What follows belongs to an exercise in optimizing a design on an open flow for small area, a short achievable clock period and few clock cycles; a production flow would make more cautious choices. Only simulation tests tie the RTL to the original design; equivalence was not proved. No activity file was given, so power comes from the tool's default toggle rates.

File: design/flow/config.mk
export PLATFORM = sky130hd
export DESIGN_NAME = huffman
export DESIGN_NICKNAME = huffman
export VERILOG_FILES = /design/flow/design.v
export SDC_FILE = /design/flow/constraint.sdc
export NUM_CORES = 4
export LEC_CHECK = 0
export CAP_MARGIN = 20
export CORE_MARGIN = 2
export CORE_UTILIZATION = 40
export CTS_BUF_LIST = sky130_fd_sc_hd__clkbuf_8
export PLACE_DENSITY = 0.6
export SETUP_SLACK_MARGIN = 2.6
export SLEW_MARGIN = 20
File: design/flow/constraint.sdc
create_clock -name core_clock -period 4.5 [get_ports {clk}]
set_input_delay 0.9000 -clock core_clock [delete_from_list [all_inputs] [get_ports {clk}]]
set_output_delay 0.9000 -clock core_clock [all_outputs]
set_load 0.01 [all_outputs]
File: design/flow/design.v
module huffman(clk, reset, gray_valid, CNT_valid,  gray_data, CNT1, CNT2, CNT3, CNT4, CNT5, CNT6,
    code_valid, HC1, HC2, HC3, HC4, HC5, HC6, M1, M2, M3, M4, M5, M6);
input clk;
input reset;
input gray_valid;
input [7:0] gray_data;
output reg CNT_valid;
output [7:0] CNT1, CNT2, CNT3, CNT4, CNT5, CNT6;
output reg code_valid;
output [7:0] HC1, HC2, HC3, HC4, HC5, HC6;
output [7:0] M1, M2, M3, M4, M5, M6;
reg [6:0] W1, W2, W3, W4, W5;
reg [6:0] V;
reg [6:0] amount;    
reg [2:0] ptr [0:5];
reg [4:0] hc [0:5];
reg [4:0] m [0:5];
assign CNT1 = {1'b0, W5};
assign CNT2 = {1'b0, V};
assign CNT3 = {1'b0, W1};
assign CNT4 = {1'b0, W2};
assign CNT5 = {1'b0, W3};
assign CNT6 = {1'b0, W4};
assign HC1 = {3'b0, hc[0]};
assign HC2 = {3'b0, hc[1]};
assign HC3 = {3'b0, hc[2]};
assign HC4 = {3'b0, hc[3]};
assign HC5 = {3'b0, hc[4]};
assign HC6 = {3'b0, hc[5]};
assign M1 = {3'b0, m[0][4:1], 1'b1};
assign M2 = {3'b0, m[1][4:1], 1'b1};
assign M3 = {3'b0, m[2][4:1], 1'b1};
assign M4 = {3'b0, m[3][4:1], 1'b1};
assign M5 = {3'b0, m[4][4:1], 1'b1};
assign M6 = {3'b0, m[5][4:1], 1'b1};
reg counting, sorting, merging;
reg [4:1] U;
reg ph;              
reg [5:1] Tr;
wire last_sort = sorting & !U[1];
wire last_merge = merging & !U[1];
wire cmp_cycle = (sorting | merging) & !ph;
wire ins_cycle = (sorting | merging) & ph;
wire drop = merging & cmp_cycle;
function lt7;
    input [6:0] a, b;
    reg [6:0] l, g;
    begin
        l = ~a & b;
        g = a & ~b;
        lt7 = l[6] | ~g[6] & (l[5] | ~g[5] & (l[4] | ~g[4] & (l[3] | ~g[3] &
              (l[2] | ~g[2] & (l[1] | ~g[1] & l[0])))));
    end
endfunction
wire lt1 = lt7(W1, V);
wire lt2 = lt7(W2, V);
wire lt3 = lt7(W3, V);
wire lt4 = lt7(W4, V);
wire lt5 = lt7(W5, V);
wire [5:1] Tc;
assign Tc[1] = merging ? lt2 : (lt1 | U[1]);
assign Tc[2] = merging ? lt3 : (lt2 | U[2]);
assign Tc[3] = merging ? lt4 : (lt3 | U[3]);
assign Tc[4] = merging ? lt5 : (lt4 | U[4]);
assign Tc[5] = !merging & lt5;
wire [6:1] T = {1'b0, Tr};
wire [2:0] p = {T[4], T[2] & !T[4], (T[1] & !T[2]) | (T[3] & !T[4]) | T[5]};
wire [6:0] D = 7'd127;    
function [6:0] pick;
    input up, here;
    input [6:0] w1, w0, v;
    pick = here ? v : up ? w1 : w0;
endfunction
wire [2:0] sym = gray_data[2:0];
wire take = counting & gray_valid;
reg selw2, selv;
wire [6:0] vnext = W1 + (({7{selw2}} & W2) | ({7{selv}} & V));
always @(posedge clk) begin
    if (reset) begin
        amount <= 7'd0;
        counting <= 1'b1;
        sorting <= 1'b0;
        merging <= 1'b0;
        U <= 4'b1111;
        ph <= 1'b0;
        CNT_valid <= 1'b0;
        code_valid <= 1'b0;
        V <= 7'd0;
        W1 <= 7'd0; W2 <= 7'd0; W3 <= 7'd0; W4 <= 7'd0; W5 <= 7'd0;
    end else begin
        CNT_valid <= take && amount == 7'd99;
        code_valid <= last_merge;
        if (take) amount <= amount + 7'd1;
        if (take && amount == 7'd99) begin
            counting <= 1'b0;
            sorting <= 1'b1;
        end
        if (ins_cycle & last_sort) begin
            sorting <= 1'b0;
            merging <= 1'b1;
        end
        if (last_merge) merging <= 1'b0;
        ph <= cmp_cycle & !last_merge;
        if (ins_cycle) U <= last_sort ? 4'b1111 : {1'b0, U[4:2]};
        if (take) begin
            if (sym == 3'd1) W5 <= W5 + 7'd1;
            if (sym == 3'd2) V  <= V  + 7'd1;
            if (sym == 3'd3) W1 <= W1 + 7'd1;
            if (sym == 3'd4) W2 <= W2 + 7'd1;
            if (sym == 3'd5) W3 <= W3 + 7'd1;
            if (sym == 3'd6) W4 <= W4 + 7'd1;
        end
        if (drop) begin
            W1 <= W2; W2 <= W3; W3 <= W4; W4 <= W5; W5 <= D;
        end
        if (ins_cycle) begin
            W1 <= pick(T[2], T[1] & !T[2], W2, W1, V);
            W2 <= pick(T[3], T[2] & !T[3], W3, W2, V);
            W3 <= pick(T[4], T[3] & !T[4], W4, W3, V);
            W4 <= pick(T[5], T[4] & !T[5], W5, W4, V);
            W5 <= pick(1'b0, T[5],         D,  W5, V);
            V <= vnext;
        end
    end
end
wire sum_next = merging | last_sort;
always @(posedge clk) begin
    Tr <= Tc;
    selw2 <= sum_next & Tc[2];
    selv <= sum_next & !Tc[2];
end
wire [2:0] dst0 = p;
wire [2:0] dst1 = T[1] ? 3'd0 : 3'd1;
wire [2:0] dst2 = T[2] ? 3'd1 : 3'd2;
wire [2:0] dst3 = T[3] ? 3'd2 : 3'd3;
wire [2:0] dst4 = T[4] ? 3'd3 : 3'd4;
wire [2:0] dst5 = T[5] ? 3'd4 : 3'd5;
function [2:0] dst;
    input [2:0] j;
    input [2:0] d0, d1, d2, d3, d4, d5;
    case (j)
        3'd0: dst = d0;
        3'd1: dst = d1;
        3'd2: dst = d2;
        3'd3: dst = d3;
        3'd4: dst = d4;
        default: dst = d5;
    endcase
endfunction
integer s;
always @(posedge clk) begin
    if (reset) begin
        ptr[0] <= 3'd5;
        ptr[1] <= 3'd0;
        ptr[2] <= 3'd1;
        ptr[3] <= 3'd2;
        ptr[4] <= 3'd3;
        ptr[5] <= 3'd4;
    end else if (drop) begin
        for (s = 0; s < 6; s = s + 1)
            if (ptr[s] != 3'd0) ptr[s] <= ptr[s] - 3'd1;
    end else if (ins_cycle) begin
        for (s = 0; s < 6; s = s + 1)
            ptr[s] <= dst(ptr[s], dst0, dst1, dst2, dst3, dst4, dst5);
    end
end
always @(posedge clk) begin
    if (reset) begin
        for (s = 0; s < 6; s = s + 1) begin
            hc[s] <= 5'd0;
            m[s] <= 5'd0;
        end
    end else if (drop) begin
        for (s = 0; s < 6; s = s + 1) begin
            if (ptr[s] <= 3'd1) begin
                m[s] <= {m[s][3:0], 1'b1};
                hc[s] <= hc[s] | (({m[s][3:0], 1'b1} & ~m[s]) & {5{ptr[s] == 3'd0}});
            end
        end
    end
end
endmodule
File: design/flow/flow/run.sh
#!/bin/bash
# Standard layout, but with the smallest buffer on the ports.
set -euo pipefail
sed 's|"\${@:-finish}"|BUFFER_PORTS_ARGS="-buffer_cell sky130_fd_sc_hd__buf_1" "${@:-finish}"|' standard.sh > my_standard.sh
bash my_standard.sh > flow.log 2>&1
File: design/flow/standard.sh
#!/bin/bash
# synth_recipe.tcl (not shown) runs the flow's synth.tcl, then flattens the netlist and writes it again
# the make line also repeats each setting of config.mk as NAME=value (left out here)
make -C /OpenROAD-flow-scripts/flow DESIGN_CONFIG=/design/flow/config.mk WORK_HOME=/design/flow/orfs CLKGATE_MAP_FILE= SYNTH_SCRIPT=/design/flow/synth_recipe.tcl "${@:-finish}"
==> impl_metrics.py, run 1 <==
metrics = {
    "status": {
        "status": "complete, no violations",
    },
    "logic_synthesis": {
        "synth_cells": 1105,
        "synth-seq-cells": 144,
        "synth_cell_types": 70,
        "synth_edf_count": 0,
        "synth_warnings": 4,
        "yosysSeqAreaShare": 0.326,
        "synth_top_flop_cell": "dfxtp_1",
        "avgSynthCellArea_um2": 7.99,
        "async_flop_share": 0,
        "syn_area_um2": 8830,
    },
    "route": {
        "wl_per_cell_um": 17.0,
        "via_count": 8576,
        "firstDrtPassIters": 8,
        "drc_errors": 0,
        "vias_per_cell": 5.54,
        "drt_iter0_markers": 614,
        "drt_wl_total_um": 26300,
        "antenna_left": 0,
    },
    "floorplanning": {
        "die-area_um2": 23300,
        "die_y_um": 153,
        "start_util": 0.406,
        "core-area_um2": 21800,
        "die_w_um": 153,
        "ios": 157,
        "rows": 54,
    },
    "power": {
        "cellLeakagePower_uw": 0.00457,
        "vdd_drop_max_mv": 0.172,
        "p_per_area_nw_per_um2": 221,
    },
    "timing": {
        "clock.fmax_mhz": 474,
        "maxSlewHeadroom": 0.567,
        "finalSetupTns_ns": 0,
        "worst_slew_pin_slew_ns": 0.648,
        "finalCriticalPeriod_ns": 2.11,
        "clock_skew_ns": 0.0132,
        "slew_viol_final": 0,
        "hold_viol_final": 0,
        "finalWorstSetupSlack_ns": 2.39,
        "setup_violations": 0,
        "rsz0062_at_grt": "yes",
        "fin_crit_sh": 0.469,
    },
    "layout": {
        "syn_to_final_growth_pct": 28.3,
        "drive_above_1_share": 0.332,
        "mostFrequentLayoutCells": "nor2_1 (148), buf_4 (103), inv_1 (70), a21oi_1 (66), dfxtp_1 (60)",
        "diodes": 0,
        "layout_commonest_cell": "nor2_1",
        "layout.nets": 1316,
    },
    "clock_network": {
        "cts.sinks": 144,
        "numCtsBuffers": 17,
        "max-clock-path-buffers": 2,
        "clockRootBuffer": "clkbuf_8",
        "hold_buffers": 0,
        "cts.clk_slew.worst_paths_ns": 0.09,
        "htree_levels": 4,
        "tritoncts": "done",
        "clock_latency_ns": 0.46,
    },
    "critical_path": {
        "cpMaxStageDelayCell": "dfxtp_2",
        "cp_num_buf_inv": 1,
        "worstPathArrival_ns": 1.21,
        "max_stage_delay_ns": 0.55,
        "crit_chain": "buf_1",
        "endpoint_kind": "output pin",
        "cpLargestDelayFamily": "flip-flops",
        "critical_path_class": "flop to output pin",
        "cp-start-kind": "flop",
        "path_max_fanout": 11,
        "critPathRequiredTime_ns": 3.60,
    },
    "grt": {
        "grt_pass1_vias": 7715,
        "grtUsageTotal": 0.212,
        "grt_util_met2": 0.340,
        "use_met3": 0.0341,
        "grt_busiest_layer": "met2",
        "grt_max_degree": 69,
        "overflow": 0,
        "antenna_found_initial": 0,
        "met1_usage": 0.291,
        "grt_pass1_wl_um": 40600,
    },
    "worst_hold_path": {
        "hold_path.class": "flop to flop",
    },
    "place": {
        "port_buffers": 103,
        "dp_hpwl_um": 16100,
        "place_congestion": 0.833,
        "dpl_worst_slack_ns": 1.55,
    },
    "job": {
        "drv_cap": 0,
    },
}
cells by family after synthesis:
logic type	count (synthesis)	share of synthesized area
compound gates	310	0.235
xor+xnor	23	0.0228
fa+ha+maj	56	0.0785
buf+inv	214	0.124
flops	144	0.326
mux	40	0.0453
other cells	2	0.000850
simple gates	316	0.166
final timing paths:
path	start	to	slack, ns	cells after the start
min	counting$_SDFFE_PP1P_	counting$_SDFFE_PP1P_	0.46	2
max	V[2]$_SDFFE_PP0P_	CNT2[2]	2.39	1
min reg2reg	counting$_SDFFE_PP1P_	counting$_SDFFE_PP1P_	0.46	2
max reg2reg	W2[0]$_SDFFE_PP0P_	V[6]$_SDFFE_PP0P_	2.39	9
stage by stage:
| step | util | total power, uW | std cells | hold slack [ns] | area [um^2] |
|---|---|---|---|---|---|
| final | 0.521 | 2500 | 1548 | 0.463 | 11300 |
| after global routing | 0.521 | 2600 | 1548 | 0.486 | 11300 |
| after CTS | 0.481 | 2530 | 1507 | 0.468 | 10500 |
| after detailed placement | 0.418 | 1410 | 1413 | 0.453 | 9100 |
| after global placement | 0.418 | 1410 | 1413 | 0.448 | 9100 |
| after floorplan | - | 1420 | 1151 | 0.436 | 9070 |
power by group:
| part | internal, uW | total [uW] | switching, uW |
|---|---|---|---|
| Clock | 571 | 1130 | 562 |
| Combinational | 39.2 | 117 | 78.2 |
| Sequential | 1250 | 1250 | 7.21 |
repair_timing:
item                       in CTS  in global routing
setup buffers                  62                 39
pin swaps                      23                 38
resized for setup             224                145
gates cloned                    0                  2
setup endpoints to repair     192                143
tightest hold or removal path, stage by stage, from the launching register on:
cell     delay, ns
dfxtp_1       0.33
nand2_1       0.06
nand2_1       0.04
layer usage:
layer / vias up / wire length [um]
li1: 4146 / -
met1: 4067 / 12000
met2: 317 / 12200
met3: 46 / 1640
met4: 0 / 490
met5: - / 0
sequential cells by signal, summed over array words and instances, names as in the netlist:
name        cells
W3              7
selw2           1
ph              1
m              30
W5              7
ptr            18
V               7
amount          7
W1              7
hc             30
code_valid      1
Tr              5
U               4
counting        1
merging         1
sorting         1
W2              7
W4              7
selv            1
CNT_valid       1
final cells by class:
class                           count  area, um^2
Multi-Input combinational cell    794        5610
Sequential cell                   144        3130
Timing Repair Buffer              215        1480
Clock buffer                       18         248
Tap cell                          280         350
Clock inverter                     14         179
Fill cell                        2105       10400
Inverter                           83         330
cell usage after synthesis, types with 15 or more instances:
library cell | n | area [um^2]
nor3_1 | 21 | 105
nor2b_1 | 16 | 100
o22ai_1 | 23 | 144
buf_4 | 72 | 541
a21oi_1 | 81 | 405
a211oi_1 | 34 | 255
clkbuf_1 | 38 | 143
a31oi_1 | 32 | 200
nand4_1 | 15 | 93.8
mux2i_1 | 40 | 400
dfxtp_1 | 144 | 2880
xnor2_1 | 15 | 131
buf_2 | 19 | 95.1
nand2_1 | 52 | 195
nor2_1 | 149 | 559
o21ai_0 | 34 | 170
nand3_1 | 21 | 105
ha_1 | 49 | 613
inv_1 | 79 | 297
Testbench counts, summed over its fixed seeds: cycles 38,400.
==> run 2, diff against run 1 <==
--- a/design/flow/config.mk
+++ b/design/flow/config.mk
@@ -10,5 +10,5 @@
 export CORE_UTILIZATION = 40
 export CTS_BUF_LIST = sky130_fd_sc_hd__clkbuf_8
 export PLACE_DENSITY = 0.6
-export SETUP_SLACK_MARGIN = 2.6
+export SETUP_SLACK_MARGIN = 2.4
 export SLEW_MARGIN = 20
==> run 2 against run 1 <==
Net effect: still clean on timing, DRC and antenna; sequential cell count unchanged; total power shrank 5.8%; fmax is 1.3% lower; worst hold slack improved by 0.012 ns; critical path depth grew 8; final cell count is 5.7% lower; first-iteration DRC count down 11%; critical path type is now flop to flop; highest routed layer unchanged.
==> impl_metrics.py, run 2 <==
metrics = {
    "status": {
        "status": "complete, no violations",
    },
    "floorplanning": {
        "ios": 157,
        "die_y_um": 153,
        "start_util": 0.406,
        "rows": 54,
        "die_w_um": 153,
        "die-area_um2": 23300,
        "core-area_um2": 21800,
    },
    "clock_network": {
        "htree_levels": 4,
        "tritoncts": "done",
        "clockRootBuffer": "clkbuf_8",
        "hold_buffers": 0,
        "clock_latency_ns": 0.46,
        "max-clock-path-buffers": 2,
        "cts.sinks": 144,
        "cts.clk_slew.worst_paths_ns": 0.09,
        "numCtsBuffers": 17,
    },
    "critical_path": {
        "critical_path_class": "flop to flop",
        "worstPathArrival_ns": 2.45,
        "startpoint": "W2[0]$_SDFFE_PP0P_",
        "cp-start-kind": "flop",
        "path_max_fanout": 2,
        "critPathRequiredTime_ns": 4.81,
        "endpoint_kind": "flop",
        "r2r_start": "W2[0]$_SDFFE_PP0P_",
    },
    "route": {
        "firstDrtPassIters": 5,
        "antenna_left": 0,
        "drt_wl_total_um": 24100,
        "wl_per_cell_um": 16.5,
        "vias_per_cell": 5.54,
        "drt_iter0_markers": 548,
        "via_count": 8086,
        "drc_errors": 0,
    },
    "timing": {
        "finalCriticalPeriod_ns": 2.14,
        "fin_crit_sh": 0.475,
        "worst_slew_pin_slew_ns": 0.710,
        "finalSetupTns_ns": 0,
        "clock_skew_ns": 0.0160,
        "hold_slack_ns": 0.475,
        "clock.fmax_mhz": 468,
        "slew_viol_final": 0,
        "rsz0062_at_grt": "yes",
        "maxSlewHeadroom": 0.527,
        "hold_viol_final": 0,
        "setup_violations": 0,
    },
    "logic_synthesis": {
        "synth_cells": 1105,
        "yosysSeqAreaShare": 0.326,
        "synth_commonest_cells": "nor2_1 (149), dfxtp_1 (144), a21oi_1 (81), inv_1 (79), buf_4 (72)",
        "synth_area_leaders": "dfxtp_1 (33%), ha_1 (6.9%), nor2_1 (6.3%)",
        "yosys.area.top_type": "dfxtp_1",
        "synth_warnings": 4,
        "synth_edf_count": 0,
        "avgSynthCellArea_um2": 7.99,
        "synth-seq-cells": 144,
        "async_flop_share": 0,
        "syn_area_um2": 8830,
        "synth_top_flop_cell": "dfxtp_1",
        "synth_cell_types": 70,
        "yosysMostFrequentCell": "nor2_1",
        "synth_top_area_frac": 0.326,
    },
    "grt": {
        "grt_pass1_vias": 7413,
        "grt_max_degree": 57,
        "grt_pass1_wl_um": 39000,
        "antenna_found_initial": 0,
        "overflow": 0,
        "grtUsageTotal": 0.202,
    },
    "worst_hold_path": {
        "min-delay-start": "hc[0][2]$_SDFFE_PP0P_",
        "hold_path.class": "flop to flop",
    },
    "power": {
        "p_per_area_nw_per_um2": 241,
        "fin_total_pwr_uw": 2360,
        "vdd_drop_max_mv": 0.141,
        "cellLeakagePower_uw": 0.00360,
    },
    "place": {
        "port_buffers": 103,
        "dp_hpwl_um": 16300,
        "place_congestion": 0.873,
    },
    "layout": {
        "diodes": 0,
        "final_util": 0.449,
        "largest_registers": "hc (30), m (30), ptr (18)",
        "regArea_um2": 2970,
        "drive_above_1_share": 0.119,
        "syn_to_final_growth_pct": 10.7,
        "multi_input_area_um2": 5210,
        "layout.nets": 1228,
        "layout_commonest_cell": "nor2_1",
        "mostFrequentLayoutCells": "nor2_1 (148), dfxtp_1 (103), buf_1 (102), inv_1 (79), a21oi_1 (72)",
        "fill_cells": 2192,
    },
    "job": {
        "drv_cap": 0,
    },
}
run 2: worst paths after layout:
path | endpoint | slack, ns | depth (start not counted)
min reg2reg | hc[0][2]$_SDFFE_PP0P_ | 0.48 | 2
max reg2reg | V[6]$_SDFFE_PP0P_ | 2.36 | 9
max | V[6]$_SDFFE_PP0P_ | 2.36 | 9
min | hc[0][2]$_SDFFE_PP0P_ | 0.48 | 2
run 2: area by class of cell:
type                    count  share of cell area
clock inverters            15              0.0131
well taps                 280              0.0358
multi-input cells         794               0.533
repair buffers            127              0.0584
inverters                  83              0.0323
flip-flops and latches    144               0.304
clock buffers              17              0.0239
run 2: repair_timing:
action                                  CTS  global route
setup buffers                            11             3
pin swaps                                 8             6
cloned                                    0             1
endpoints found under the setup margin  142            65
gates resized for setup                  53            37
run 2: power by group:
group | switching (uW) | total (uW) | internal [uW]
Clock | 584 | 983 | 399
Combinational | 69.2 | 94.9 | 25.7
Sequential | 9.10 | 1280 | 1270
run 2: metrics by stage:
stage	worst slack [ns]	cells	cell area, um^2
after floorplan	2.38	1151	9030
after global placement	1.62	1413	9070
after detailed placement	1.61	1413	9070
after CTS	2.35	1456	9640
after global routing	2.27	1460	9770
final	2.36	1460	9770
run 2: critical path, stage by stage (launching register included):
cell and delay, ns:
dfxtp_4 0.35, a22o_1 0.22, ha_2 0.18, fa_2 0.36
a21o_1 0.18, a21oi_2 0.16, o21bai_1 0.12, a21oi_2 0.16
xnor2_1 0.16, a211oi_2 0.10
run 2: kinds of logic (layout without fill, tap and decap cells):
kind of cell    after synthesis  count (layout)  share of synthesized area
compound gates              310             311                      0.235
mux                          40              40                     0.0453
xor+xnor                     23              23                     0.0228
flops                       144             144                      0.326
simple gates                316             316                      0.166
buf+inv                     214             242                      0.124
other cells                   2              48                   0.000850
fa+ha+maj                    56              56                     0.0785
run 2: metal layers:
metal  GRT usage  part of all wire  wire length, um
met3      0.0398             0.069             1660
met2       0.325              0.46            11100
met4      0.0556             0.015              354
met5           0                 0                0
met1       0.275              0.46            11000
==> run 3, diff against run 2 <==
--- a/design/flow/design.v
+++ b/design/flow/design.v
@@ -149,7 +149,7 @@
 endfunction
 integer s;
 always @(posedge clk) begin
-    if (reset) begin
+    if (counting) begin
         ptr[0] <= 3'd5;
         ptr[1] <= 3'd0;
         ptr[2] <= 3'd1;
@@ -165,7 +165,7 @@
     end
 end
 always @(posedge clk) begin
-    if (reset) begin
+    if (counting) begin
         for (s = 0; s < 6; s = s + 1) begin
             hc[s] <= 5'd0;
             m[s] <= 5'd0;
==> run 3 against run 2 <==
Net effect: still clean; combinational power decreased by 9.7%; die area increased by 0.66%; cell area increased by 1.3%; via count decreased by 2.2%; worst hold slack got worse by 0.0061 ns; clock skew decreased by 0.0049 ns; synthesized cell count decreased by 0.45%; sequential power about the same; critical path type unchanged; largest cell class unchanged.
==> impl_metrics.py, run 3 <==
metrics = {
    "status": {
        "status": "complete, no violations",
    },
    "floorplanning": {
        "rows": 54,
        "die_y_um": 153,
        "core-area_um2": 21800,
        "start_util": 0.407,
        "die_w_um": 153,
        "die-area_um2": 23400,
        "ios": 157,
    },
    "route": {
        "antenna_left": 0,
        "drt_iter0_markers": 665,
        "wl_per_cell_um": 15.7,
        "drt_wl_total_um": 22900,
        "via_count": 7912,
        "vias_per_cell": 5.43,
        "firstDrtPassIters": 7,
        "drc_errors": 0,
    },
    "critical_path": {
        "path_max_fanout": 2,
        "critical_path_class": "flop to flop",
        "critPathRequiredTime_ns": 4.81,
        "cp-start-kind": "flop",
        "crit_chain": "a22o_1 -> ha_4 -> fa_2 -> a21o_1 -> a21oi_2 -> o21bai_1 -> a21oi_1 -> xnor2_1 -> a211oi_1",
        "cpMaxStageDelayCell": "dfxtp_4",
        "worstPathArrival_ns": 2.46,
        "max_stage_delay_ns": 0.36,
        "endpoint_kind": "flop",
    },
    "timing": {
        "slew_viol_final": 0,
        "maxSlewHeadroom": 0.456,
        "fin_crit_sh": 0.477,
        "worst_slew_pin_slew_ns": 0.815,
        "clock.fmax_mhz": 466,
        "rsz0062_at_grt": "yes",
        "finalCriticalPeriod_ns": 2.15,
        "hold_viol_final": 0,
        "hold_slack_ns": 0.469,
        "setup_violations": 0,
        "finalWorstSetupSlack_ns": 2.35,
        "finalSetupTns_ns": 0,
        "clock_skew_ns": 0.0111,
    },
    "logic_synthesis": {
        "synth_cells": 1100,
        "synth_commonest_cells": "dfxtp_1 (144), nor2_1 (139), a21oi_1 (81), inv_1 (79), buf_4 (78)",
        "syn_area_um2": 8890,
        "async_flop_share": 0,
        "yosys.area.top_type": "dfxtp_1",
        "synth_top_flop_cell": "dfxtp_1",
        "synth_cell_types": 65,
        "synth-seq-cells": 144,
        "synth_area_leaders": "dfxtp_1 (32%), ha_1 (6.9%), buf_4 (6.6%)",
        "synth_top_area_frac": 0.324,
        "avgSynthCellArea_um2": 8.08,
        "yosysMostFrequentCell": "dfxtp_1",
        "synth_warnings": 4,
        "yosysSeqAreaShare": 0.324,
        "synth_edf_count": 0,
    },
    "clock_network": {
        "cts.sinks": 144,
        "numCtsBuffers": 17,
        "hold_buffers": 0,
        "clock_latency_ns": 0.46,
        "htree_levels": 4,
        "tritoncts": "done",
        "cts.clk_slew.worst_paths_ns": 0.09,
        "clockRootBuffer": "clkbuf_8",
        "max-clock-path-buffers": 2,
    },
    "grt": {
        "grt_pass1_wl_um": 36900,
        "grt_pass1_vias": 7086,
        "antenna_found_initial": 0,
        "grtUsageTotal": 0.190,
        "overflow": 0,
        "grt_max_degree": 79,
    },
    "job": {
        "drv_cap": 0,
    },
    "layout": {
        "layout_commonest_cell": "nor2_1",
        "syn_to_final_growth_pct": 11.3,
        "final_util": 0.454,
        "fill_cells": 2200,
        "mostFrequentLayoutCells": "nor2_1 (139), dfxtp_1 (103), buf_1 (102), inv_1 (79), a21oi_1 (75)",
        "drive_above_1_share": 0.120,
        "layout.nets": 1225,
        "largest_registers": "hc (30), m (30), ptr (18)",
        "diodes": 0,
    },
    "power": {
        "cellLeakagePower_uw": 0.00356,
        "vdd_drop_max_mv": 0.156,
        "p_per_area_nw_per_um2": 252,
    },
    "place": {
        "dp_hpwl_um": 15200,
        "port_buffers": 103,
        "place_congestion": 0.824,
        "dpl_worst_slack_ns": 1.72,
    },
    "worst_hold_path": {
        "hold_path.class": "flop to flop",
    },
}
run 3: cell count changes in the layout (fill, tap and decap cells not counted), moves of 4 or more:
| cell | before | now |
|---|---|---|
| nand2b_1 | 7 | 16 |
| xor2_1 | 8 | 12 |
| a221oi_1 | 7 | 12 |
| a221o_1 | 2 | 6 |
| nor2_1 | 148 | 139 |
| clkinvlp_4 | 6 | 1 |
| o21ai_1 | 6 | 1 |
| nor3_1 | 21 | 26 |
| nand3_1 | 21 | 13 |
run 3: power by group:
part,switching [uW],internal (uW)
Clock,603,524
Combinational,58.4,27.3
Sequential,9.17,1270
run 3: final timing paths:
check | start | to | slack, ns | cells past startpoint
worst max-delay path | selw2$_DFF_P_ | V[6]$_SDFFE_PP0P_ | 2.35 | 9
worst min-delay path | hc[5][4]$_SDFFE_PP0P_ | hc[5][4]$_SDFFE_PP0P_ | 0.47 | 2
worst max register to register | selw2$_DFF_P_ | V[6]$_SDFFE_PP0P_ | 2.35 | 9
worst min register to register | hc[5][4]$_SDFFE_PP0P_ | hc[5][4]$_SDFFE_PP0P_ | 0.47 | 2
run 3: repair_timing:
action                     4_1_cts  5_1_grt
resized for setup               34       51
buffers inserted                10       11
pin swaps                        7       14
gates cloned                     0        1
setup endpoints to repair       73       89
run 3: cell families after synthesis:
family,share of synthesized area
AND/OR/NAND/NOR,0.168
AO/OA/AOI/OAI,0.233
buffers and inverters,0.127
flip-flops,0.324
adder cells (fa/ha/maj),0.0768
multiplexers,0.0462
XOR/XNOR,0.0236
other,0.000845
run 3: final cells by class:
type | count | area (um^2) | area share
clock inverter | 15 | 185 | 0.0187
tap | 280 | 350 | 0.0354
inverter | 84 | 315 | 0.0319
multi-input combinational | 786 | 5220 | 0.527
sequential | 144 | 2970 | 0.300
clock buffer | 17 | 234 | 0.0236
timing repair buffer | 131 | 626 | 0.0632
run 3: stage by stage:
stage / std cells / total power (uW) / area [um^2]
floorplan: 1146 / 1410 / 9080
global placement: 1403 / 1390 / 9050
detailed placement: 1403 / 1390 / 9050
CTS: 1445 / 2530 / 9640
global route: 1457 / 2600 / 9900
finish: 1457 / 2490 / 9900
run 3: routing by layer:
layer  global-route usage  vias up  wire (um)
li1                     -     3939          -
met2                0.312      266      10900
met4               0.0507        0        167
met1                0.252     3697      10400
met3               0.0437       10       1430
met5                    0        -          0
run 3: worst max-delay path, delay by kind of cell (launching register included):
kind	cells	cell delay (ns)
xor+xnor	1	0.14
flops	1	0.36
fa+ha+maj	2	0.53
compound gates	6	0.97
Testbench counts of run 3, summed over its fixed seeds: cycles 38,400.
==> run 4, diff against run 3 <==
--- a/design/flow/config.mk
+++ b/design/flow/config.mk
@@ -10,5 +10,5 @@
 export CORE_UTILIZATION = 40
 export CTS_BUF_LIST = sky130_fd_sc_hd__clkbuf_8
 export PLACE_DENSITY = 0.6
-export SETUP_SLACK_MARGIN = 2.4
+export SETUP_SLACK_MARGIN = 2.3
 export SLEW_MARGIN = 20
==> run 4 against run 3 <==
Net effect: via count is 0.38% higher; critical path depth is 8 lower; worst hold slack hardly changed; global-route usage is 0.096 points lower; routed wire length is 0.39% lower; register-to-register slack better by 0.05 ns; first-iteration DRC count is 14% lower; sequential power hardly changed; critical path type is now flop to output pin; critical endpoint is now CNT6[5].
==> impl_metrics.py, run 4 <==
metrics = {
    "worst_hold_path": {
        "holdPathStages": 2,
        "hold_path.class": "flop to flop",
    },
    "power": {
        "cellLeakagePower_uw": 0.00347,
        "p_per_area_nw_per_um2": 264,
        "vdd_drop_max_mv": 0.171,
    },
    "layout": {
        "diodes": 0,
        "drive_above_1_share": 0.0851,
        "mostFrequentLayoutCells": "nor2_1 (139), dfxtp_1 (126), buf_1 (102), inv_1 (79), a21oi_1 (78)",
        "final_util": 0.443,
        "syn_to_final_growth_pct": 8.80,
        "largest_registers": "hc (30), m (30), ptr (18)",
        "regArea_um2": 2920,
        "fill_cells": 2262,
        "final-instance-count-excl-fill": 1444,
        "layout.nets": 1212,
        "multi_input_area_um2": 5120,
        "fin_area_um2": 9670,
        "layout_commonest_cell": "nor2_1",
    },
    "route": {
        "antenna_left": 0,
        "drc_errors": 0,
        "via_count": 7942,
        "drt_wl_total_um": 22800,
        "drt_iter0_markers": 571,
        "wl_per_cell_um": 15.8,
        "vias_per_cell": 5.50,
        "firstDrtPassIters": 6,
    },
    "place": {
        "placed_cells": 1403,
        "dp_hpwl_um": 15500,
        "dpl_cell_area_um2": 9050,
        "port_buffers": 103,
        "place_congestion": 0.844,
    },
    "critical_path": {
        "cpMaxStageDelayCell": "dfxtp_1",
        "cp_num_buf_inv": 1,
        "critPathRequiredTime_ns": 3.60,
        "cpLargestDelayFamily": "flip-flops",
        "path_max_fanout": 8,
        "cp-start-kind": "flop",
        "worstPathArrival_ns": 1.21,
        "critical_path_class": "flop to output pin",
        "crit_cells": 1,
        "endpoint_kind": "output pin",
        "max_stage_delay_ns": 0.56,
        "reg2reg_depth": 7,
        "crit_chain": "buf_1",
    },
    "logic_synthesis": {
        "synth_top_area_frac": 0.324,
        "avgSynthCellArea_um2": 8.08,
        "async_flop_share": 0,
        "synth_area_leaders": "dfxtp_1 (32%), ha_1 (6.9%), buf_4 (6.6%)",
        "synth_edf_count": 0,
        "synth_commonest_cells": "dfxtp_1 (144), nor2_1 (139), a21oi_1 (81), inv_1 (79), buf_4 (78)",
        "synth_top_flop_cell": "dfxtp_1",
        "yosysMostFrequentCell": "dfxtp_1",
        "syn_area_um2": 8890,
        "synth_cells": 1100,
        "yosysSeqAreaShare": 0.324,
        "yosys.area.top_type": "dfxtp_1",
        "synth_warnings": 4,
        "synth_cell_types": 65,
        "synth-seq-cells": 144,
    },
    "status": {
        "status": "complete, no violations",
    },
    "clock_network": {
        "clock_latency_ns": 0.46,
        "numCtsBuffers": 17,
        "clockRootBuffer": "clkbuf_8",
        "max-clock-path-buffers": 2,
        "htree_levels": 4,
        "cts.sinks": 144,
        "tritoncts": "done",
        "cts.clk_slew.worst_paths_ns": 0.09,
    },
    "floorplanning": {
        "core-area_um2": 21800,
        "start_util": 0.407,
        "die_w_um": 153,
        "die-area_um2": 23400,
        "rows": 54,
        "die_y_um": 153,
        "ios": 157,
    },
    "timing": {
        "clock_skew_ns": 0.0171,
        "worst_slew_pin_slew_ns": 0.800,
        "slew_viol_final": 0,
        "fin_crit_sh": 0.469,
        "hold_viol_final": 0,
        "clock.fmax_mhz": 474,
        "rsz0062_at_grt": "yes",
        "setup_violations": 0,
        "finalCriticalPeriod_ns": 2.11,
        "maxSlewHeadroom": 0.466,
        "hold_slack_ns": 0.469,
        "finalSetupTns_ns": 0,
    },
    "grt": {
        "grt_pass1_vias": 6973,
        "grt_max_degree": 79,
        "grt_pass1_wl_um": 36800,
        "grtUsageTotal": 0.189,
        "overflow": 0,
        "antenna_found_initial": 0,
    },
    "job": {
        "drv_cap": 0,
    },
}
==> run 4: cells by family after synthesis <==
family          synth area share
simple gates               0.168
compound gates             0.233
buf+inv                    0.127
flops                      0.324
fa+ha+maj                 0.0768
mux                       0.0462
xor+xnor                  0.0236
other cells             0.000845
==> run 4: layer usage <==
metal  GRT usage  wire length, um  vias up
met1       0.258            10400     3753
met4      0.0428              236        0
li1            -                -     3921
met5           0                0        -
met2       0.310            10800      247
met3      0.0377             1350       21
==> run 4: timing repair <==
| item | in CTS | in global routing |
|---|---|---|
| pin swaps | 0 | 10 |
| gates resized for setup | 17 | 20 |
| endpoints found under the setup margin | 49 | 48 |
| hold buffers | 0 | 0 |
| setup buffers | 3 | 6 |
==> run 4: final cells by class <==
type / instances / area share
Clock buffer: 17 / 0.0242
Clock inverter: 15 / 0.0217
Inverter: 84 / 0.0326
Multi-Input combinational cell: 785 / 0.530
Sequential cell: 144 / 0.302
Tap cell: 280 / 0.0362
Timing Repair Buffer: 119 / 0.0538
==> run 4: where the power goes <==
group / internal [uW] / leakage, uW / switching, uW
Clock: 581 / 0.000228 / 602
Combinational: 25.6 / 0.00208 / 56.8
Sequential: 1280 / 0.00117 / 9.21
==> run 4: through the flow <==
step | setup slack, ns | total power (uW)
floorplan | 2.33 | 1410
global placement | 1.74 | 1390
detailed placement | 1.74 | 1390
CTS | 2.30 | 2590
global route | 2.23 | 2650
finish | 2.39 | 2550
==> run 4: path summary, 6_finish.rpt <==
| check | end | start | slack (ns) |
|---|---|---|---|
| setup / recovery | CNT6[5] | W4[5]$_SDFFE_PP0P_ | 2.39 |
| hold / removal | hc[3][0]$_SDFFE_PP0P_ | hc[3][0]$_SDFFE_PP0P_ | 0.47 |
| setup reg to reg | ptr[4][1]$_SDFFE_PP1P_ | ptr[4][0]$_SDFFE_PP1P_ | 2.40 |
| hold reg to reg | hc[3][0]$_SDFFE_PP0P_ | hc[3][0]$_SDFFE_PP0P_ | 0.47 |
==> run 5, diff against run 4 <==
--- a/design/flow/design.v
+++ b/design/flow/design.v
@@ -149,7 +149,7 @@
 endfunction
 integer s;
 always @(posedge clk) begin
-    if (counting) begin
+    if (reset) begin
         ptr[0] <= 3'd5;
         ptr[1] <= 3'd0;
         ptr[2] <= 3'd1;
@@ -165,7 +165,7 @@
     end
 end
 always @(posedge clk) begin
-    if (counting) begin
+    if (reset) begin
         for (s = 0; s < 6; s = s + 1) begin
             hc[s] <= 5'd0;
             m[s] <= 5'd0;
==> run 5 against run 4 <==
Net effect: largest power group unchanged; critical path depth is 8 higher; via count is 2.6% higher; total power is 5.3% lower; utilization is 0.13 points higher; die area is 0.66% lower; still clean on timing, DRC and antenna; clock power is 12% lower; synthesized cell count is 0.45% higher; sequential cell count stayed put; final cell count is 0.90% higher; sequential share of layout area hardly changed; first-iteration DRC count is 15% higher; worst setup slack worse by 0.035 ns.
==> impl_metrics.py, run 5 <==
metrics = {
    "logic_synthesis": {
        "synth_commonest_cells": "nor2_1 (149), dfxtp_1 (144), a21oi_1 (81), inv_1 (79), buf_4 (72)",
        "synth_cells": 1105,
        "synth_cell_types": 70,
        "synthMuxAreaShare": 0.0453,
        "synth_area_leaders": "dfxtp_1 (33%), ha_1 (6.9%), nor2_1 (6.3%)",
        "synth-compound-area-share": 0.235,
        "synth_warnings": 4,
        "synth_edf_count": 0,
        "yosysMostFrequentCell": "nor2_1",
        "yosys.area.top_type": "dfxtp_1",
        "synth_top_family_by_area": "compound AO/OA/AOI/OAI gates",
        "synth_top_area_frac": 0.326,
        "synthSimpleGateAreaFrac": 0.166,
        "synth-seq-cells": 144,
        "syn_area_um2": 8830,
        "synth_xor_area_frac": 0.0228,
        "synth_top_flop_cell": "dfxtp_1",
        "yosysSeqAreaShare": 0.326,
        "async_flop_share": 0,
        "avgSynthCellArea_um2": 7.99,
        "synthAdderAreaFrac": 0.0785,
    },
    "layout": {
        "final-instance-count-excl-fill": 1457,
        "multi_input_area_um2": 5140,
        "mostFrequentLayoutCells": "nor2_1 (148), dfxtp_1 (127), buf_1 (102), inv_1 (81), a21oi_1 (76)",
        "fill_cells": 2260,
        "syn_to_final_growth_pct": 9.52,
        "layout.nets": 1225,
        "layout_commonest_cell": "nor2_1",
        "diodes": 0,
        "largest_registers": "hc (30), m (30), ptr (18)",
        "drive_above_1_share": 0.0858,
        "regArea_um2": 2920,
    },
    "place": {
        "port_buffers": 103,
        "placed_cells": 1414,
        "place_congestion": 0.846,
        "dp_hpwl_um": 16500,
    },
    "route": {
        "firstDrtPassIters": 6,
        "antenna_left": 0,
        "top_layer_used": "met4",
        "wl_per_cell_um": 16.6,
        "drt_wl_total_um": 24300,
        "met3_length_um": 1400,
        "drc_errors": 0,
        "via_count": 8147,
        "m1WireLength_um": 11300,
        "vias_per_cell": 5.59,
        "met2_length_um": 11100,
        "drt_iter0_markers": 654,
    },
    "floorplanning": {
        "start_util": 0.406,
        "die-area_um2": 23300,
        "core-area_um2": 21800,
        "rows": 54,
        "die_y_um": 153,
        "ios": 157,
        "die_w_um": 153,
    },
    "grt": {
        "antenna_found_initial": 0,
        "grt_max_degree": 56,
        "overflow": 0,
        "grtUsageTotal": 0.201,
        "grt_pass1_vias": 7378,
        "grt_pass1_wl_um": 38800,
    },
    "clock_network": {
        "numCtsBuffers": 17,
        "max-clock-path-buffers": 2,
        "clockRootBuffer": "clkbuf_8",
        "cts.sinks": 144,
        "htree_levels": 4,
        "tritoncts": "done",
        "clock_latency_ns": 0.45,
        "cts.clk_slew.worst_paths_ns": 0.08,
        "hold_buffers": 0,
    },
    "critical_path": {
        "reg2reg_slack_ns": 2.36,
        "path_max_fanout": 7,
        "cp-start-kind": "flop",
        "cpMaxStageDelayCell": "dfxtp_4",
        "crit_chain": "a22o_1 -> ha_4 -> fa_2 -> a21o_1 -> a21oi_2 -> o21bai_1 -> a21oi_1 -> xnor2_1 -> a211oi_1",
        "critical_path_class": "flop to flop",
        "endpoint_kind": "flop",
        "worstPathArrival_ns": 2.49,
        "critPathRequiredTime_ns": 4.84,
        "max_stage_delay_ns": 0.38,
    },
    "timing": {
        "slew_viol_final": 0,
        "setup_violations": 0,
        "worst_slew_pin_slew_ns": 0.668,
        "clock_skew_ns": 0.0140,
        "finalCriticalPeriod_ns": 2.14,
        "hold_viol_final": 0,
        "clock.fmax_mhz": 466,
        "maxSlewHeadroom": 0.555,
        "fin_crit_sh": 0.476,
        "finalSetupTns_ns": 0,
        "rsz0062_at_grt": "yes",
    },
    "power": {
        "cellLeakagePower_uw": 0.00359,
        "vdd_drop_max_mv": 0.172,
        "p_per_area_nw_per_um2": 250,
    },
    "job": {
        "drv_cap": 0,
    },
    "status": {
        "status": "complete, no violations",
    },
    "worst_hold_path": {
        "hold_path.class": "flop to flop",
    },
}
-- run 5: changes by cell type after synthesis, moves of 5 or more --
cell and change:
buf_4 -6, clkbuf_1 +6, nand2b_1 -10, nand3_1 +8, nor2_1 +10, nor3_1 -5, nor4_1 +5
-- run 5: cells by family after synthesis --
group	Yosys count
AOI/OAI and AO/OA	310
muxes	40
and+or+nand+nor	316
other	2
adders and majority gates	56
buffers and inverters	214
DFF	144
xor gates and xnor gates	23
-- run 5: layout make-up --
cell class | instances | area share
repair buffers | 125 | 0.0574
multi-input cells | 793 | 0.532
clock inverters | 14 | 0.0146
well taps | 280 | 0.0362
flip-flops and latches | 144 | 0.302
inverters | 83 | 0.0326
clock buffers | 18 | 0.0256
-- run 5: stage by stage --
step / hold WS (ns) / power (uW) / worst slack [ns] / util / area, um^2
final: 0.470 / 2410 / 2.36 / 0.445 / 9670
after global routing: 0.500 / 2520 / 2.27 / 0.445 / 9670
after CTS: 0.464 / 2450 / 2.30 / 0.440 / 9580
after detailed placement: 0.448 / 1410 / 1.51 / 0.417 / 9060
after global placement: 0.446 / 1410 / 1.60 / 0.417 / 9060
after floorplan: 0.431 / 1420 / 2.33 / - / 9020
-- run 5: report_power, final --
part | internal, uW | switching [uW]
Combinational | 25.8 | 68.3
Clock | 507 | 529
Sequential | 1270 | 9.48
Total | 1810 | 607
-- run 5: metal layers --
metal / up-vias / GRT usage
li1: 3962 / -
met1: 3864 / 0.275
met2: 289 / 0.321
met3: 32 / 0.0370
met4: 0 / 0.0617
met5: - / 0
-- run 5: worst paths after layout --
| check | start | end | cells past startpoint |
|---|---|---|---|
| worst max-delay path | selw2$_DFF_P_ | V[6]$_SDFFE_PP0P_ | 9 |
| worst min register to register | hc[1][0]$_SDFFE_PP0P_ | hc[1][0]$_SDFFE_PP0P_ | 2 |
| worst max register to register | selw2$_DFF_P_ | V[6]$_SDFFE_PP0P_ | 9 |
| worst min-delay path | hc[1][0]$_SDFFE_PP0P_ | hc[1][0]$_SDFFE_PP0P_ | 2 |
-- run 5: worst max-delay path, delay by kind of cell (launching register included) --
kind / cells / cell delay (ns)
AO/OA/AOI/OAI: 6 / 1.05
XOR/XNOR: 1 / 0.09
adder cells (fa/ha/maj): 2 / 0.53
flip-flops: 1 / 0.38
-- run 5: repair_timing --
item,CTS,global route
pin swaps,2,8
gates resized for setup,28,18
endpoints found under the setup margin,116,71
buffers inserted,5,6
Testbench counts of run 5, summed over its fixed seeds: cycles 38,400.
==> run 6, diff against run 5 <==
--- a/design/flow/config.mk
+++ b/design/flow/config.mk
@@ -9,6 +9,8 @@
 export CORE_MARGIN = 2
 export CORE_UTILIZATION = 40
 export CTS_BUF_LIST = sky130_fd_sc_hd__clkbuf_8
+export CTS_CLUSTER_DIAMETER = 60
+export CTS_CLUSTER_SIZE = 30
 export PLACE_DENSITY = 0.6
 export SETUP_SLACK_MARGIN = 2.3
 export SLEW_MARGIN = 20
==> run 6 against run 5 <==
Net effect: global-route usage unchanged; total power unchanged; cell area unchanged; sequential power about the same; clock power about the same; first-iteration DRC count unchanged; sequential share of layout area unchanged; via count unchanged; die area unchanged; utilization unchanged; largest cell class unchanged; largest power group unchanged.
==> impl_metrics.py, run 6 <==
metrics = {
    "critical_path": {
        "cpMaxStageDelayCell": "dfxtp_4",
        "crit_end": "V[6]$_SDFFE_PP0P_",
        "worstPathArrival_ns": 2.49,
        "r2r_end": "V[6]$_SDFFE_PP0P_",
        "cpLargestDelayFamily": "compound AO/OA/AOI/OAI gates",
        "reg2reg_depth": 9,
        "cp-start-kind": "flop",
        "crit_cells": 9,
        "critical_path_class": "flop to flop",
        "cp_num_buf_inv": 0,
        "reg2reg_slack_ns": 2.36,
        "max_stage_delay_ns": 0.38,
        "critPathRequiredTime_ns": 4.84,
        "startpoint": "selw2$_DFF_P_",
        "endpoint_kind": "flop",
        "r2r_start": "selw2$_DFF_P_",
        "crit_chain": "a22o_1 -> ha_4 -> fa_2 -> a21o_1 -> a21oi_2 -> o21bai_1 -> a21oi_1 -> xnor2_1 -> a211oi_1",
        "path_max_fanout": 7,
    },
    "route": {
        "firstDrtPassIters": 6,
        "via_count": 8147,
        "drc_errors": 0,
        "wl_per_cell_um": 16.6,
        "m1WireLength_um": 11300,
        "vias_per_cell": 5.59,
        "met2_length_um": 11100,
        "drt_wl_total_um": 24300,
        "antenna_left": 0,
        "met3_length_um": 1400,
        "top_layer_used": "met4",
        "drt_iter0_markers": 654,
    },
    "power": {
        "fin_total_pwr_uw": 2410,
        "cellLeakagePower_uw": 0.00359,
        "p_per_area_nw_per_um2": 250,
        "vdd_drop_max_mv": 0.172,
    },
    "logic_synthesis": {
        "synth_top_area_frac": 0.326,
        "avgSynthCellArea_um2": 7.99,
        "synth_edf_count": 0,
        "synth_cell_types": 70,
        "yosysMostFrequentCell": "nor2_1",
        "synth_warnings": 4,
        "synth-seq-cells": 144,
        "synth_top_flop_cell": "dfxtp_1",
        "yosys.area.top_type": "dfxtp_1",
        "yosysSeqAreaShare": 0.326,
        "synth_cells": 1105,
        "async_flop_share": 0,
        "synth_area_leaders": "dfxtp_1 (33%), ha_1 (6.9%), nor2_1 (6.3%)",
        "syn_area_um2": 8830,
        "synth_commonest_cells": "nor2_1 (149), dfxtp_1 (144), a21oi_1 (81), inv_1 (79), buf_4 (72)",
    },
    "timing": {
        "slew_viol_final": 0,
        "finalCriticalPeriod_ns": 2.14,
        "clock.fmax_mhz": 466,
        "rsz0062_at_grt": "yes",
        "setup_violations": 0,
        "finalWorstSetupSlack_ns": 2.36,
        "hold_slack_ns": 0.470,
        "maxSlewHeadroom": 0.555,
        "finalSetupTns_ns": 0,
        "clock_skew_ns": 0.0140,
        "worst_slew_pin_slew_ns": 0.668,
        "hold_viol_final": 0,
        "fin_crit_sh": 0.476,
    },
    "place": {
        "place_congestion": 0.846,
        "port_buffers": 103,
        "dp_hpwl_um": 16500,
        "dpl_worst_slack_ns": 1.51,
    },
    "grt": {
        "grt_max_degree": 56,
        "overflow": 0,
        "grtUsageTotal": 0.201,
        "grt_pass1_vias": 7378,
        "grt_pass1_wl_um": 38800,
        "antenna_found_initial": 0,
    },
    "floorplanning": {
        "die-area_um2": 23300,
        "rows": 54,
        "die_w_um": 153,
        "die_y_um": 153,
        "core-area_um2": 21800,
        "start_util": 0.406,
        "ios": 157,
    },
    "clock_network": {
        "htree_levels": 4,
        "hold_buffers": 0,
        "tritoncts": "done",
        "cts.sinks": 144,
        "clock_latency_ns": 0.45,
        "clockRootBuffer": "clkbuf_8",
        "max-clock-path-buffers": 2,
        "cts.clk_slew.worst_paths_ns": 0.08,
        "numCtsBuffers": 17,
    },
    "layout": {
        "diodes": 0,
        "regArea_um2": 2920,
        "drive_above_1_share": 0.0858,
        "largest_registers": "hc (30), m (30), ptr (18)",
        "layout_commonest_cell": "nor2_1",
        "fill_cells": 2260,
        "syn_to_final_growth_pct": 9.52,
        "mostFrequentLayoutCells": "nor2_1 (148), dfxtp_1 (127), buf_1 (102), inv_1 (81), a21oi_1 (76)",
        "multi_input_area_um2": 5140,
        "layout.nets": 1225,
    },
    "status": {
        "status": "complete, no violations",
    },
    "worst_hold_path": {
        "hold_path.class": "flop to flop",
    },
    "job": {
        "drv_cap": 0,
    },
}
==> run 6: worst min path at each step <==
| stage | from | endpoint | cells past startpoint |
|---|---|---|---|
| after global routing | hc[5][2]$_SDFFE_PP0P_ | hc[5][2]$_SDFFE_PP0P_ | 2 |
| after floorplan | counting$_SDFFE_PP1P_ | counting$_SDFFE_PP1P_ | 2 |
| final | hc[1][0]$_SDFFE_PP0P_ | hc[1][0]$_SDFFE_PP0P_ | 2 |
| after global placement | counting$_SDFFE_PP1P_ | counting$_SDFFE_PP1P_ | 2 |
| after CTS | counting$_SDFFE_PP1P_ | counting$_SDFFE_PP1P_ | 2 |
| after detailed placement | counting$_SDFFE_PP1P_ | counting$_SDFFE_PP1P_ | 2 |
==> run 6: tightest hold or removal path, cell delays in order, from the launching register on <==
cell and delay (ns):
dfxtp_1 0.33, a21oi_1 0.04, nor2_1 0.07
==> run 6: timing repair <==
action	in CTS	in global routing
gates resized for setup	28	18
setup buffers	5	6
endpoints found under the setup margin	116	71
pin swaps	2	8
==> run 6: where the power goes <==
group	switching (uW)	internal (uW)	total, uW
Sequential	9.48	1270	1280
Combinational	68.3	25.8	94.1
Clock	529	507	1040
==> run 6: through the flow <==
step           instance area [um^2]  std cells  utilization
2_1_floorplan                  9020       1151            -
4_1_cts                        9580       1451        0.440
3_3_place_gp                   9060       1414        0.417
6_report                       9670       1457        0.445
5_1_grt                        9670       1457        0.445
3_5_place_dp                   9060       1414        0.417
==> run 6: cells by family after synthesis <==
family | share of synthesized area
and+or+nand+nor | 0.166
AOI/OAI and AO/OA | 0.235
buffers and inverters | 0.124
DFF | 0.326
adders and majority gates | 0.0785
muxes | 0.0453
xor gates and xnor gates | 0.0228
other | 0.000850
==> run 6: layout make-up <==
| cell class | instances | share of cell area |
|---|---|---|
| Multi-Input combinational cell | 793 | 0.532 |
| Sequential cell | 144 | 0.302 |
| Timing Repair Buffer | 125 | 0.0574 |
| Tap cell | 280 | 0.0362 |
| Inverter | 83 | 0.0326 |
| Clock buffer | 18 | 0.0256 |
| Clock inverter | 14 | 0.0146 |
==> run 6: routing by layer <==
layer / vias up / track usage
li1: 3962 / -
met4: 0 / 0.0617
met2: 289 / 0.321
met1: 3864 / 0.275
met3: 32 / 0.0370
met5: - / 0
==> run 7, diff against run 6 <==
--- a/design/flow/config.mk
+++ b/design/flow/config.mk
@@ -9,8 +9,8 @@
 export CORE_MARGIN = 2
 export CORE_UTILIZATION = 40
 export CTS_BUF_LIST = sky130_fd_sc_hd__clkbuf_8
-export CTS_CLUSTER_DIAMETER = 60
-export CTS_CLUSTER_SIZE = 30
+export CTS_CLUSTER_DIAMETER = 120
+export CTS_CLUSTER_SIZE = 50
 export PLACE_DENSITY = 0.6
 export SETUP_SLACK_MARGIN = 2.3
 export SLEW_MARGIN = 20
==> run 7 against run 6 <==
Net effect: routed wire length did not move; register-to-register slack barely moved; still clean on timing, DRC and antenna; count of clock-buffer cells in the layout did not move; via count did not move; clock power barely moved; sequential share of layout area did not move.
==> impl_metrics.py, run 7 <==
metrics = {
    "timing": {
        "finalCriticalPeriod_ns": 2.14,
        "setup_violations": 0,
        "finalSetupTns_ns": 0,
        "hold_viol_final": 0,
        "hold_slack_ns": 0.470,
        "clock.fmax_mhz": 466,
        "maxSlewHeadroom": 0.555,
        "fin_crit_sh": 0.476,
        "clock_skew_ns": 0.0140,
        "worst_slew_pin_slew_ns": 0.668,
        "rsz0062_at_grt": "yes",
        "slew_viol_final": 0,
    },
    "route": {
        "met3_length_um": 1400,
        "drc_errors": 0,
        "firstDrtPassIters": 6,
        "wl_per_cell_um": 16.6,
        "top_layer_used": "met4",
        "vias_per_cell": 5.59,
        "via_count": 8147,
        "drt_iter0_markers": 654,
        "met2_length_um": 11100,
        "drt_wl_total_um": 24300,
        "m1WireLength_um": 11300,
        "antenna_left": 0,
    },
    "critical_path": {
        "path_max_fanout": 7,
        "worstPathArrival_ns": 2.49,
        "critPathRequiredTime_ns": 4.84,
        "endpoint_kind": "flop",
        "critical_path_class": "flop to flop",
        "cp-start-kind": "flop",
    },
    "floorplanning": {
        "die-area_um2": 23300,
        "rows": 54,
        "ios": 157,
        "die_y_um": 153,
        "die_w_um": 153,
        "start_util": 0.406,
        "core-area_um2": 21800,
    },
    "clock_network": {
        "hold_buffers": 0,
        "cts.sinks": 144,
        "max-clock-path-buffers": 2,
        "htree_levels": 4,
        "clockRootBuffer": "clkbuf_8",
        "cts.clk_slew.worst_paths_ns": 0.08,
        "tritoncts": "done",
        "clock_latency_ns": 0.45,
        "numCtsBuffers": 17,
    },
    "logic_synthesis": {
        "async_flop_share": 0,
        "synth_area_leaders": "dfxtp_1 (33%), ha_1 (6.9%), nor2_1 (6.3%)",
        "syn_area_um2": 8830,
        "synth_top_flop_cell": "dfxtp_1",
        "synth_warnings": 4,
        "yosys.area.top_type": "dfxtp_1",
        "avgSynthCellArea_um2": 7.99,
        "synth_top_area_frac": 0.326,
        "synth_commonest_cells": "nor2_1 (149), dfxtp_1 (144), a21oi_1 (81), inv_1 (79), buf_4 (72)",
        "yosysMostFrequentCell": "nor2_1",
        "synth_edf_count": 0,
        "yosysSeqAreaShare": 0.326,
        "synth_cells": 1105,
        "synth-seq-cells": 144,
        "synth_cell_types": 70,
    },
    "layout": {
        "fin_area_um2": 9670,
        "syn_to_final_growth_pct": 9.52,
        "multi_input_area_um2": 5140,
        "final-instance-count-excl-fill": 1457,
        "diodes": 0,
        "drive_above_1_share": 0.0858,
        "layout_commonest_cell": "nor2_1",
        "regArea_um2": 2920,
        "fill_cells": 2260,
        "largest_registers": "hc (30), m (30), ptr (18)",
        "mostFrequentLayoutCells": "nor2_1 (148), dfxtp_1 (127), buf_1 (102), inv_1 (81), a21oi_1 (76)",
        "layout.nets": 1225,
    },
    "grt": {
        "grtUsageTotal": 0.201,
        "antenna_found_initial": 0,
        "grt_pass1_vias": 7378,
        "overflow": 0,
        "grt_pass1_wl_um": 38800,
        "grt_max_degree": 56,
    },
    "power": {
        "power_frac_seq": 0.532,
        "cellLeakagePower_uw": 0.00359,
        "p_int_uw": 1810,
        "p_per_area_nw_per_um2": 250,
        "pwr-share-clk": 0.429,
        "vdd_drop_max_mv": 0.172,
        "p_sw_uw": 607,
        "switching_share": 0.251,
        "p_comb_frac": 0.039,
    },
    "place": {
        "placed_cells": 1414,
        "port_buffers": 103,
        "place_congestion": 0.846,
        "dp_hpwl_um": 16500,
        "dpl_cell_area_um2": 9060,
    },
    "worst_hold_path": {
        "hold_path.class": "flop to flop",
    },
    "job": {
        "drv_cap": 0,
    },
    "status": {
        "status": "complete, no violations",
    },
}
[run 7: layout make-up]
class	instances	area share
inverter	83	0.0326
multi-input combinational	793	0.532
clock inverter	14	0.0146
clock buffer	18	0.0256
sequential	144	0.302
timing repair buffer	125	0.0574
tap	280	0.0362
[run 7: stage by stage]
stage	power, uW	utilization	setup WS (ns)
4_1_cts	2450	0.440	2.30
5_1_grt	2520	0.445	2.27
3_3_place_gp	1410	0.417	1.60
3_5_place_dp	1410	0.417	1.51
6_report	2410	0.445	2.36
2_1_floorplan	1420	-	2.33
[run 7: worst max-delay path, stage by stage, from the launching register on]
cell and delay [ns]:
dfxtp_4 0.38, a22o_1 0.25, ha_4 0.17, fa_2 0.36
a21o_1 0.18, a21oi_2 0.16, o21bai_1 0.10, a21oi_1 0.17
xnor2_1 0.09, a211oi_1 0.19
[run 7: cells by family after synthesis]
kind of cell,after synthesis,share of synthesized area
adder cells (fa/ha/maj),56,0.0785
multiplexers,40,0.0453
other,2,0.000850
AND/OR/NAND/NOR,316,0.166
buffers and inverters,214,0.124
XOR/XNOR,23,0.0228
flip-flops,144,0.326
AO/OA/AOI/OAI,310,0.235
[run 7: per-layer routing]
| layer | global-route usage | vias up |
|---|---|---|
| met1 | 0.275 | 3864 |
| li1 | - | 3962 |
| met3 | 0.0370 | 32 |
| met4 | 0.0617 | 0 |
| met2 | 0.321 | 289 |
| met5 | 0 | - |
[run 7: power groups by stage]
| stage | Clock, uW | Combinational [uW] | Sequential (uW) |
|---|---|---|---|
| after floorplan | 0 | 101 | 1320 |
| after global placement | 0 | 86.0 | 1320 |
| after detailed placement | 0 | 86.4 | 1320 |
| after CTS | 1070 | 91.3 | 1290 |
| after global routing | 1130 | 104 | 1290 |
| final | 1040 | 94.1 | 1280 |
[run 7: worst paths after layout]
path                            slack [ns]                  start  cells after the start               endpoint
worst max-delay path                  2.36          selw2$_DFF_P_                      9      V[6]$_SDFFE_PP0P_
worst min-delay path                  0.47  hc[1][0]$_SDFFE_PP0P_                      2  hc[1][0]$_SDFFE_PP0P_
worst max register to register        2.36          selw2$_DFF_P_                      9      V[6]$_SDFFE_PP0P_
worst min register to register        0.47  hc[1][0]$_SDFFE_PP0P_                      2  hc[1][0]$_SDFFE_PP0P_
[run 7: what timing repair did]
item                       in CTS  in global routing
pin swaps                       2                  8
resized for setup              28                 18
setup endpoints to repair     116                 71
buffers inserted                5                  6
==> run 8, diff against run 7 <==
--- a/design/flow/config.mk
+++ b/design/flow/config.mk
@@ -9,8 +9,6 @@
 export CORE_MARGIN = 2
 export CORE_UTILIZATION = 40
 export CTS_BUF_LIST = sky130_fd_sc_hd__clkbuf_8
-export CTS_CLUSTER_DIAMETER = 120
-export CTS_CLUSTER_SIZE = 50
 export PLACE_DENSITY = 0.6
-export SETUP_SLACK_MARGIN = 2.3
+export SETUP_SLACK_MARGIN = 2.2
 export SLEW_MARGIN = 20
==> run 8 against run 7 <==
Net effect: worst setup slack worse by 0.064 ns; routed wire length down 0.85%; fmax down 2.9%; via count down 0.72%; synthesized area unchanged; largest power group unchanged; sequential power about the same; count of clock-buffer cells in the layout down 1; synthesized cell count unchanged; utilization down 0.35 points; sequential cell count unchanged; worst hold slack worse by 0.012 ns.
==> impl_metrics.py, run 8 <==
metrics = {
    "status": {
        "status": "complete, no violations",
    },
    "grt": {
        "antenna_found_initial": 0,
        "grt_pass1_wl_um": 38600,
        "overflow": 0,
        "grtUsageTotal": 0.200,
        "grt_max_degree": 58,
        "grt_pass1_vias": 7153,
    },
    "power": {
        "vdd_drop_max_mv": 0.181,
        "p_per_area_nw_per_um2": 249,
        "cellLeakagePower_uw": 0.00355,
    },
    "place": {
        "dp_hpwl_um": 16200,
        "dpl_worst_slack_ns": 1.63,
        "dpl_cell_area_um2": 9050,
        "port_buffers": 103,
        "place_congestion": 0.863,
    },
    "layout": {
        "layout.nets": 1217,
        "diodes": 0,
        "layout_commonest_cell": "nor2_1",
        "mostFrequentLayoutCells": "nor2_1 (148), dfxtp_1 (130), buf_1 (102), inv_1 (78), a21oi_1 (74)",
        "drive_above_1_share": 0.0821,
        "fin_area_um2": 9600,
        "syn_to_final_growth_pct": 8.66,
        "largest_registers": "hc (30), m (30), ptr (18)",
    },
    "logic_synthesis": {
        "synth_commonest_cells": "nor2_1 (149), dfxtp_1 (144), a21oi_1 (81), inv_1 (79), buf_4 (72)",
        "avgSynthCellArea_um2": 7.99,
        "synth_cell_types": 70,
        "syn_area_um2": 8830,
        "synth_top_area_frac": 0.326,
        "synth_cells": 1105,
        "yosys.area.top_type": "dfxtp_1",
        "synth_area_leaders": "dfxtp_1 (33%), ha_1 (6.9%), nor2_1 (6.3%)",
        "yosysMostFrequentCell": "nor2_1",
        "synth_top_flop_cell": "dfxtp_1",
        "yosysSeqAreaShare": 0.326,
        "synth_warnings": 4,
        "synth-seq-cells": 144,
        "synth_edf_count": 0,
        "async_flop_share": 0,
    },
    "timing": {
        "hold_viol_final": 0,
        "clock.fmax_mhz": 453,
        "fin_crit_sh": 0.491,
        "slew_viol_final": 0,
        "finalWorstSetupSlack_ns": 2.29,
        "finalSetupTns_ns": 0,
        "rsz0062_at_grt": "no",
        "finalCriticalPeriod_ns": 2.21,
        "maxSlewHeadroom": 0.504,
        "setup_violations": 0,
        "clock_skew_ns": 0.0148,
        "worst_slew_pin_slew_ns": 0.744,
    },
    "critical_path": {
        "reg2reg_depth": 9,
        "cp_common_cell": "a21oi_2",
        "cp-start-kind": "flop",
        "cpMaxStageDelayCell": "dfxtp_4",
        "crit_chain": "a22o_1 -> ha_1 -> fa_2 -> a21o_1 -> a21oi_2 -> o21bai_1 -> a21oi_2 -> xnor2_1 -> a211oi_1",
        "path_max_fanout": 7,
        "worstPathArrival_ns": 2.56,
        "critical_path_class": "flop to flop",
        "endpoint_kind": "flop",
        "max_stage_delay_ns": 0.38,
        "critPathRequiredTime_ns": 4.85,
    },
    "clock_network": {
        "tritoncts": "done",
        "cts.sinks": 144,
        "clockRootBuffer": "clkbuf_8",
        "hold_buffers": 0,
        "numCtsBuffers": 17,
        "clock_latency_ns": 0.46,
        "max-clock-path-buffers": 2,
        "cts.clk_slew.worst_paths_ns": 0.09,
        "htree_levels": 4,
    },
    "route": {
        "drt_wl_total_um": 24000,
        "wl_per_cell_um": 16.6,
        "drt_iter0_markers": 544,
        "antenna_left": 0,
        "vias_per_cell": 5.58,
        "drc_errors": 0,
        "firstDrtPassIters": 5,
        "via_count": 8088,
    },
    "floorplanning": {
        "start_util": 0.406,
        "die-area_um2": 23300,
        "rows": 54,
        "core-area_um2": 21800,
        "die_y_um": 153,
        "ios": 157,
        "die_w_um": 153,
    },
    "worst_hold_path": {
        "holdPathStages": 2,
        "hold_path.class": "flop to flop",
    },
    "job": {
        "drv_cap": 0,
    },
}
-- run 8: cell count changes in the layout (fill, tap and decap cells not counted), moves of 3 or more --
cell / change
dfxtp_1: +3
inv_8: +3
buf_4: -9
inv_1: -3
inv_6: +3
clkinvlp_4: -3
-- run 8: metrics by stage --
stage | std cells | power, uW | hold slack, ns | utilization
finish | 1449 | 2390 | 0.458 | 0.441
global route | 1449 | 2480 | 0.499 | 0.441
CTS | 1448 | 2420 | 0.463 | 0.438
detailed placement | 1413 | 1410 | 0.449 | 0.416
global placement | 1413 | 1410 | 0.445 | 0.416
floorplan | 1151 | 1420 | 0.431 | -
-- run 8: area by class of cell --
cell class	instances	area (um^2)
Multi-Input combinational cell	793	5140
Tap cell	280	350
Clock buffer	17	234
Clock inverter	15	141
Fill cell	2226	12200
Timing Repair Buffer	117	499
Sequential cell	144	2910
Inverter	83	315
-- run 8: critical path, delay by kind of cell (launching register included) --
| kind | cells | cell delay, ns |
|---|---|---|
| AOI/OAI and AO/OA | 6 | 1.07 |
| xor gates and xnor gates | 1 | 0.09 |
| adders and majority gates | 2 | 0.55 |
| DFF | 1 | 0.38 |
-- run 8: power by group --
part           switching [uW]  internal, uW  total [uW]
clock network             605           410        1010
logic                    67.8          24.4        92.2
registers                9.50          1280        1290
-- run 8: timing repair --
item | in CTS | in global routing
resized for setup | 21 | 25
endpoints found under the hold margin | 0 | 0
setup buffers | 3 | 1
pin swaps | 1 | 2
endpoints found under the setup margin | 104 | 77
-- run 8: logic make-up (layout without fill, tap and decap cells) --
group,Yosys count,count (layout),synth area share
buf+inv,214,232,0.124
xor+xnor,23,23,0.0228
simple gates,316,316,0.166
compound gates,310,310,0.235
fa+ha+maj,56,56,0.0785
other cells,2,48,0.000850
flops,144,144,0.326
mux,40,40,0.0453
-- run 8: metal layers --
metal | wire length (um) | vias to the layer above | global-route usage
li1 | - | 3941 | -
met1 | 11100 | 3808 | 0.281
met2 | 11100 | 323 | 0.321
met3 | 1610 | 16 | 0.0341
met4 | 201 | 0 | 0.0428
met5 | 0 | - | 0
-- run 8: final timing paths --
path / from / slack (ns) / end
worst max register to register: selw2$_DFF_P_ / 2.29 / V[6]$_SDFFE_PP0P_
worst min-delay path: counting$_SDFFE_PP1P_ / 0.46 / counting$_SDFFE_PP1P_
worst max-delay path: selw2$_DFF_P_ / 2.29 / V[6]$_SDFFE_PP0P_
worst min register to register: counting$_SDFFE_PP1P_ / 0.46 / counting$_SDFFE_PP1P_

port drivers added, routing unchanged:
How much do the figures lean on ideal ports? The routed layouts below were timed once more, with nothing changed but the port constraints. Step 1 sets driving cells, clkbuf_16 on the clock port and buf_2 on the other inputs (assumed; they add their load-dependent delay and slew). Step 2 moves the port delays by t, midway between the first and last clock arrival at a register: inputs arrive t later, outputs are due t later. That takes back most of the time a late clock gives input paths. a / b / c = ideal ports / drivers / drivers and shift; a / b = the first two.
run | t (ns) | slack for setup (ns) | worst slew at a driven data input, ns | pins driven straight from the clock port
run 1 | 0.490 | 2.391 / 2.351 / 2.177 | 0.04 | 1
run 2 | 0.490 | 2.363 / 2.363 / 1.907 | 0.03 | 1
run 3 | 0.496 | 2.353 / 2.353 / 1.949 | 0.05 | 1
run 4 | 0.493 | 2.391 / 2.354 / 1.938 | 0.06 | 1
run 5 | 0.480 | 2.356 / 2.356 / 1.915 | 0.06 | 1
run 6 | 0.480 | 2.356 / 2.356 / 1.915 | 0.06 | 1
run 7 | 0.480 | 2.356 / 2.356 / 1.915 | 0.06 | 1
run 8 | 0.490 | 2.292 / 2.271 / 1.837 | 0.04 | 1
After both steps setup and hold are still met in every run listed. The setup slack of run 2, which loses most, moves by 0.000 ns with the drivers and by -0.456 ns with both steps.
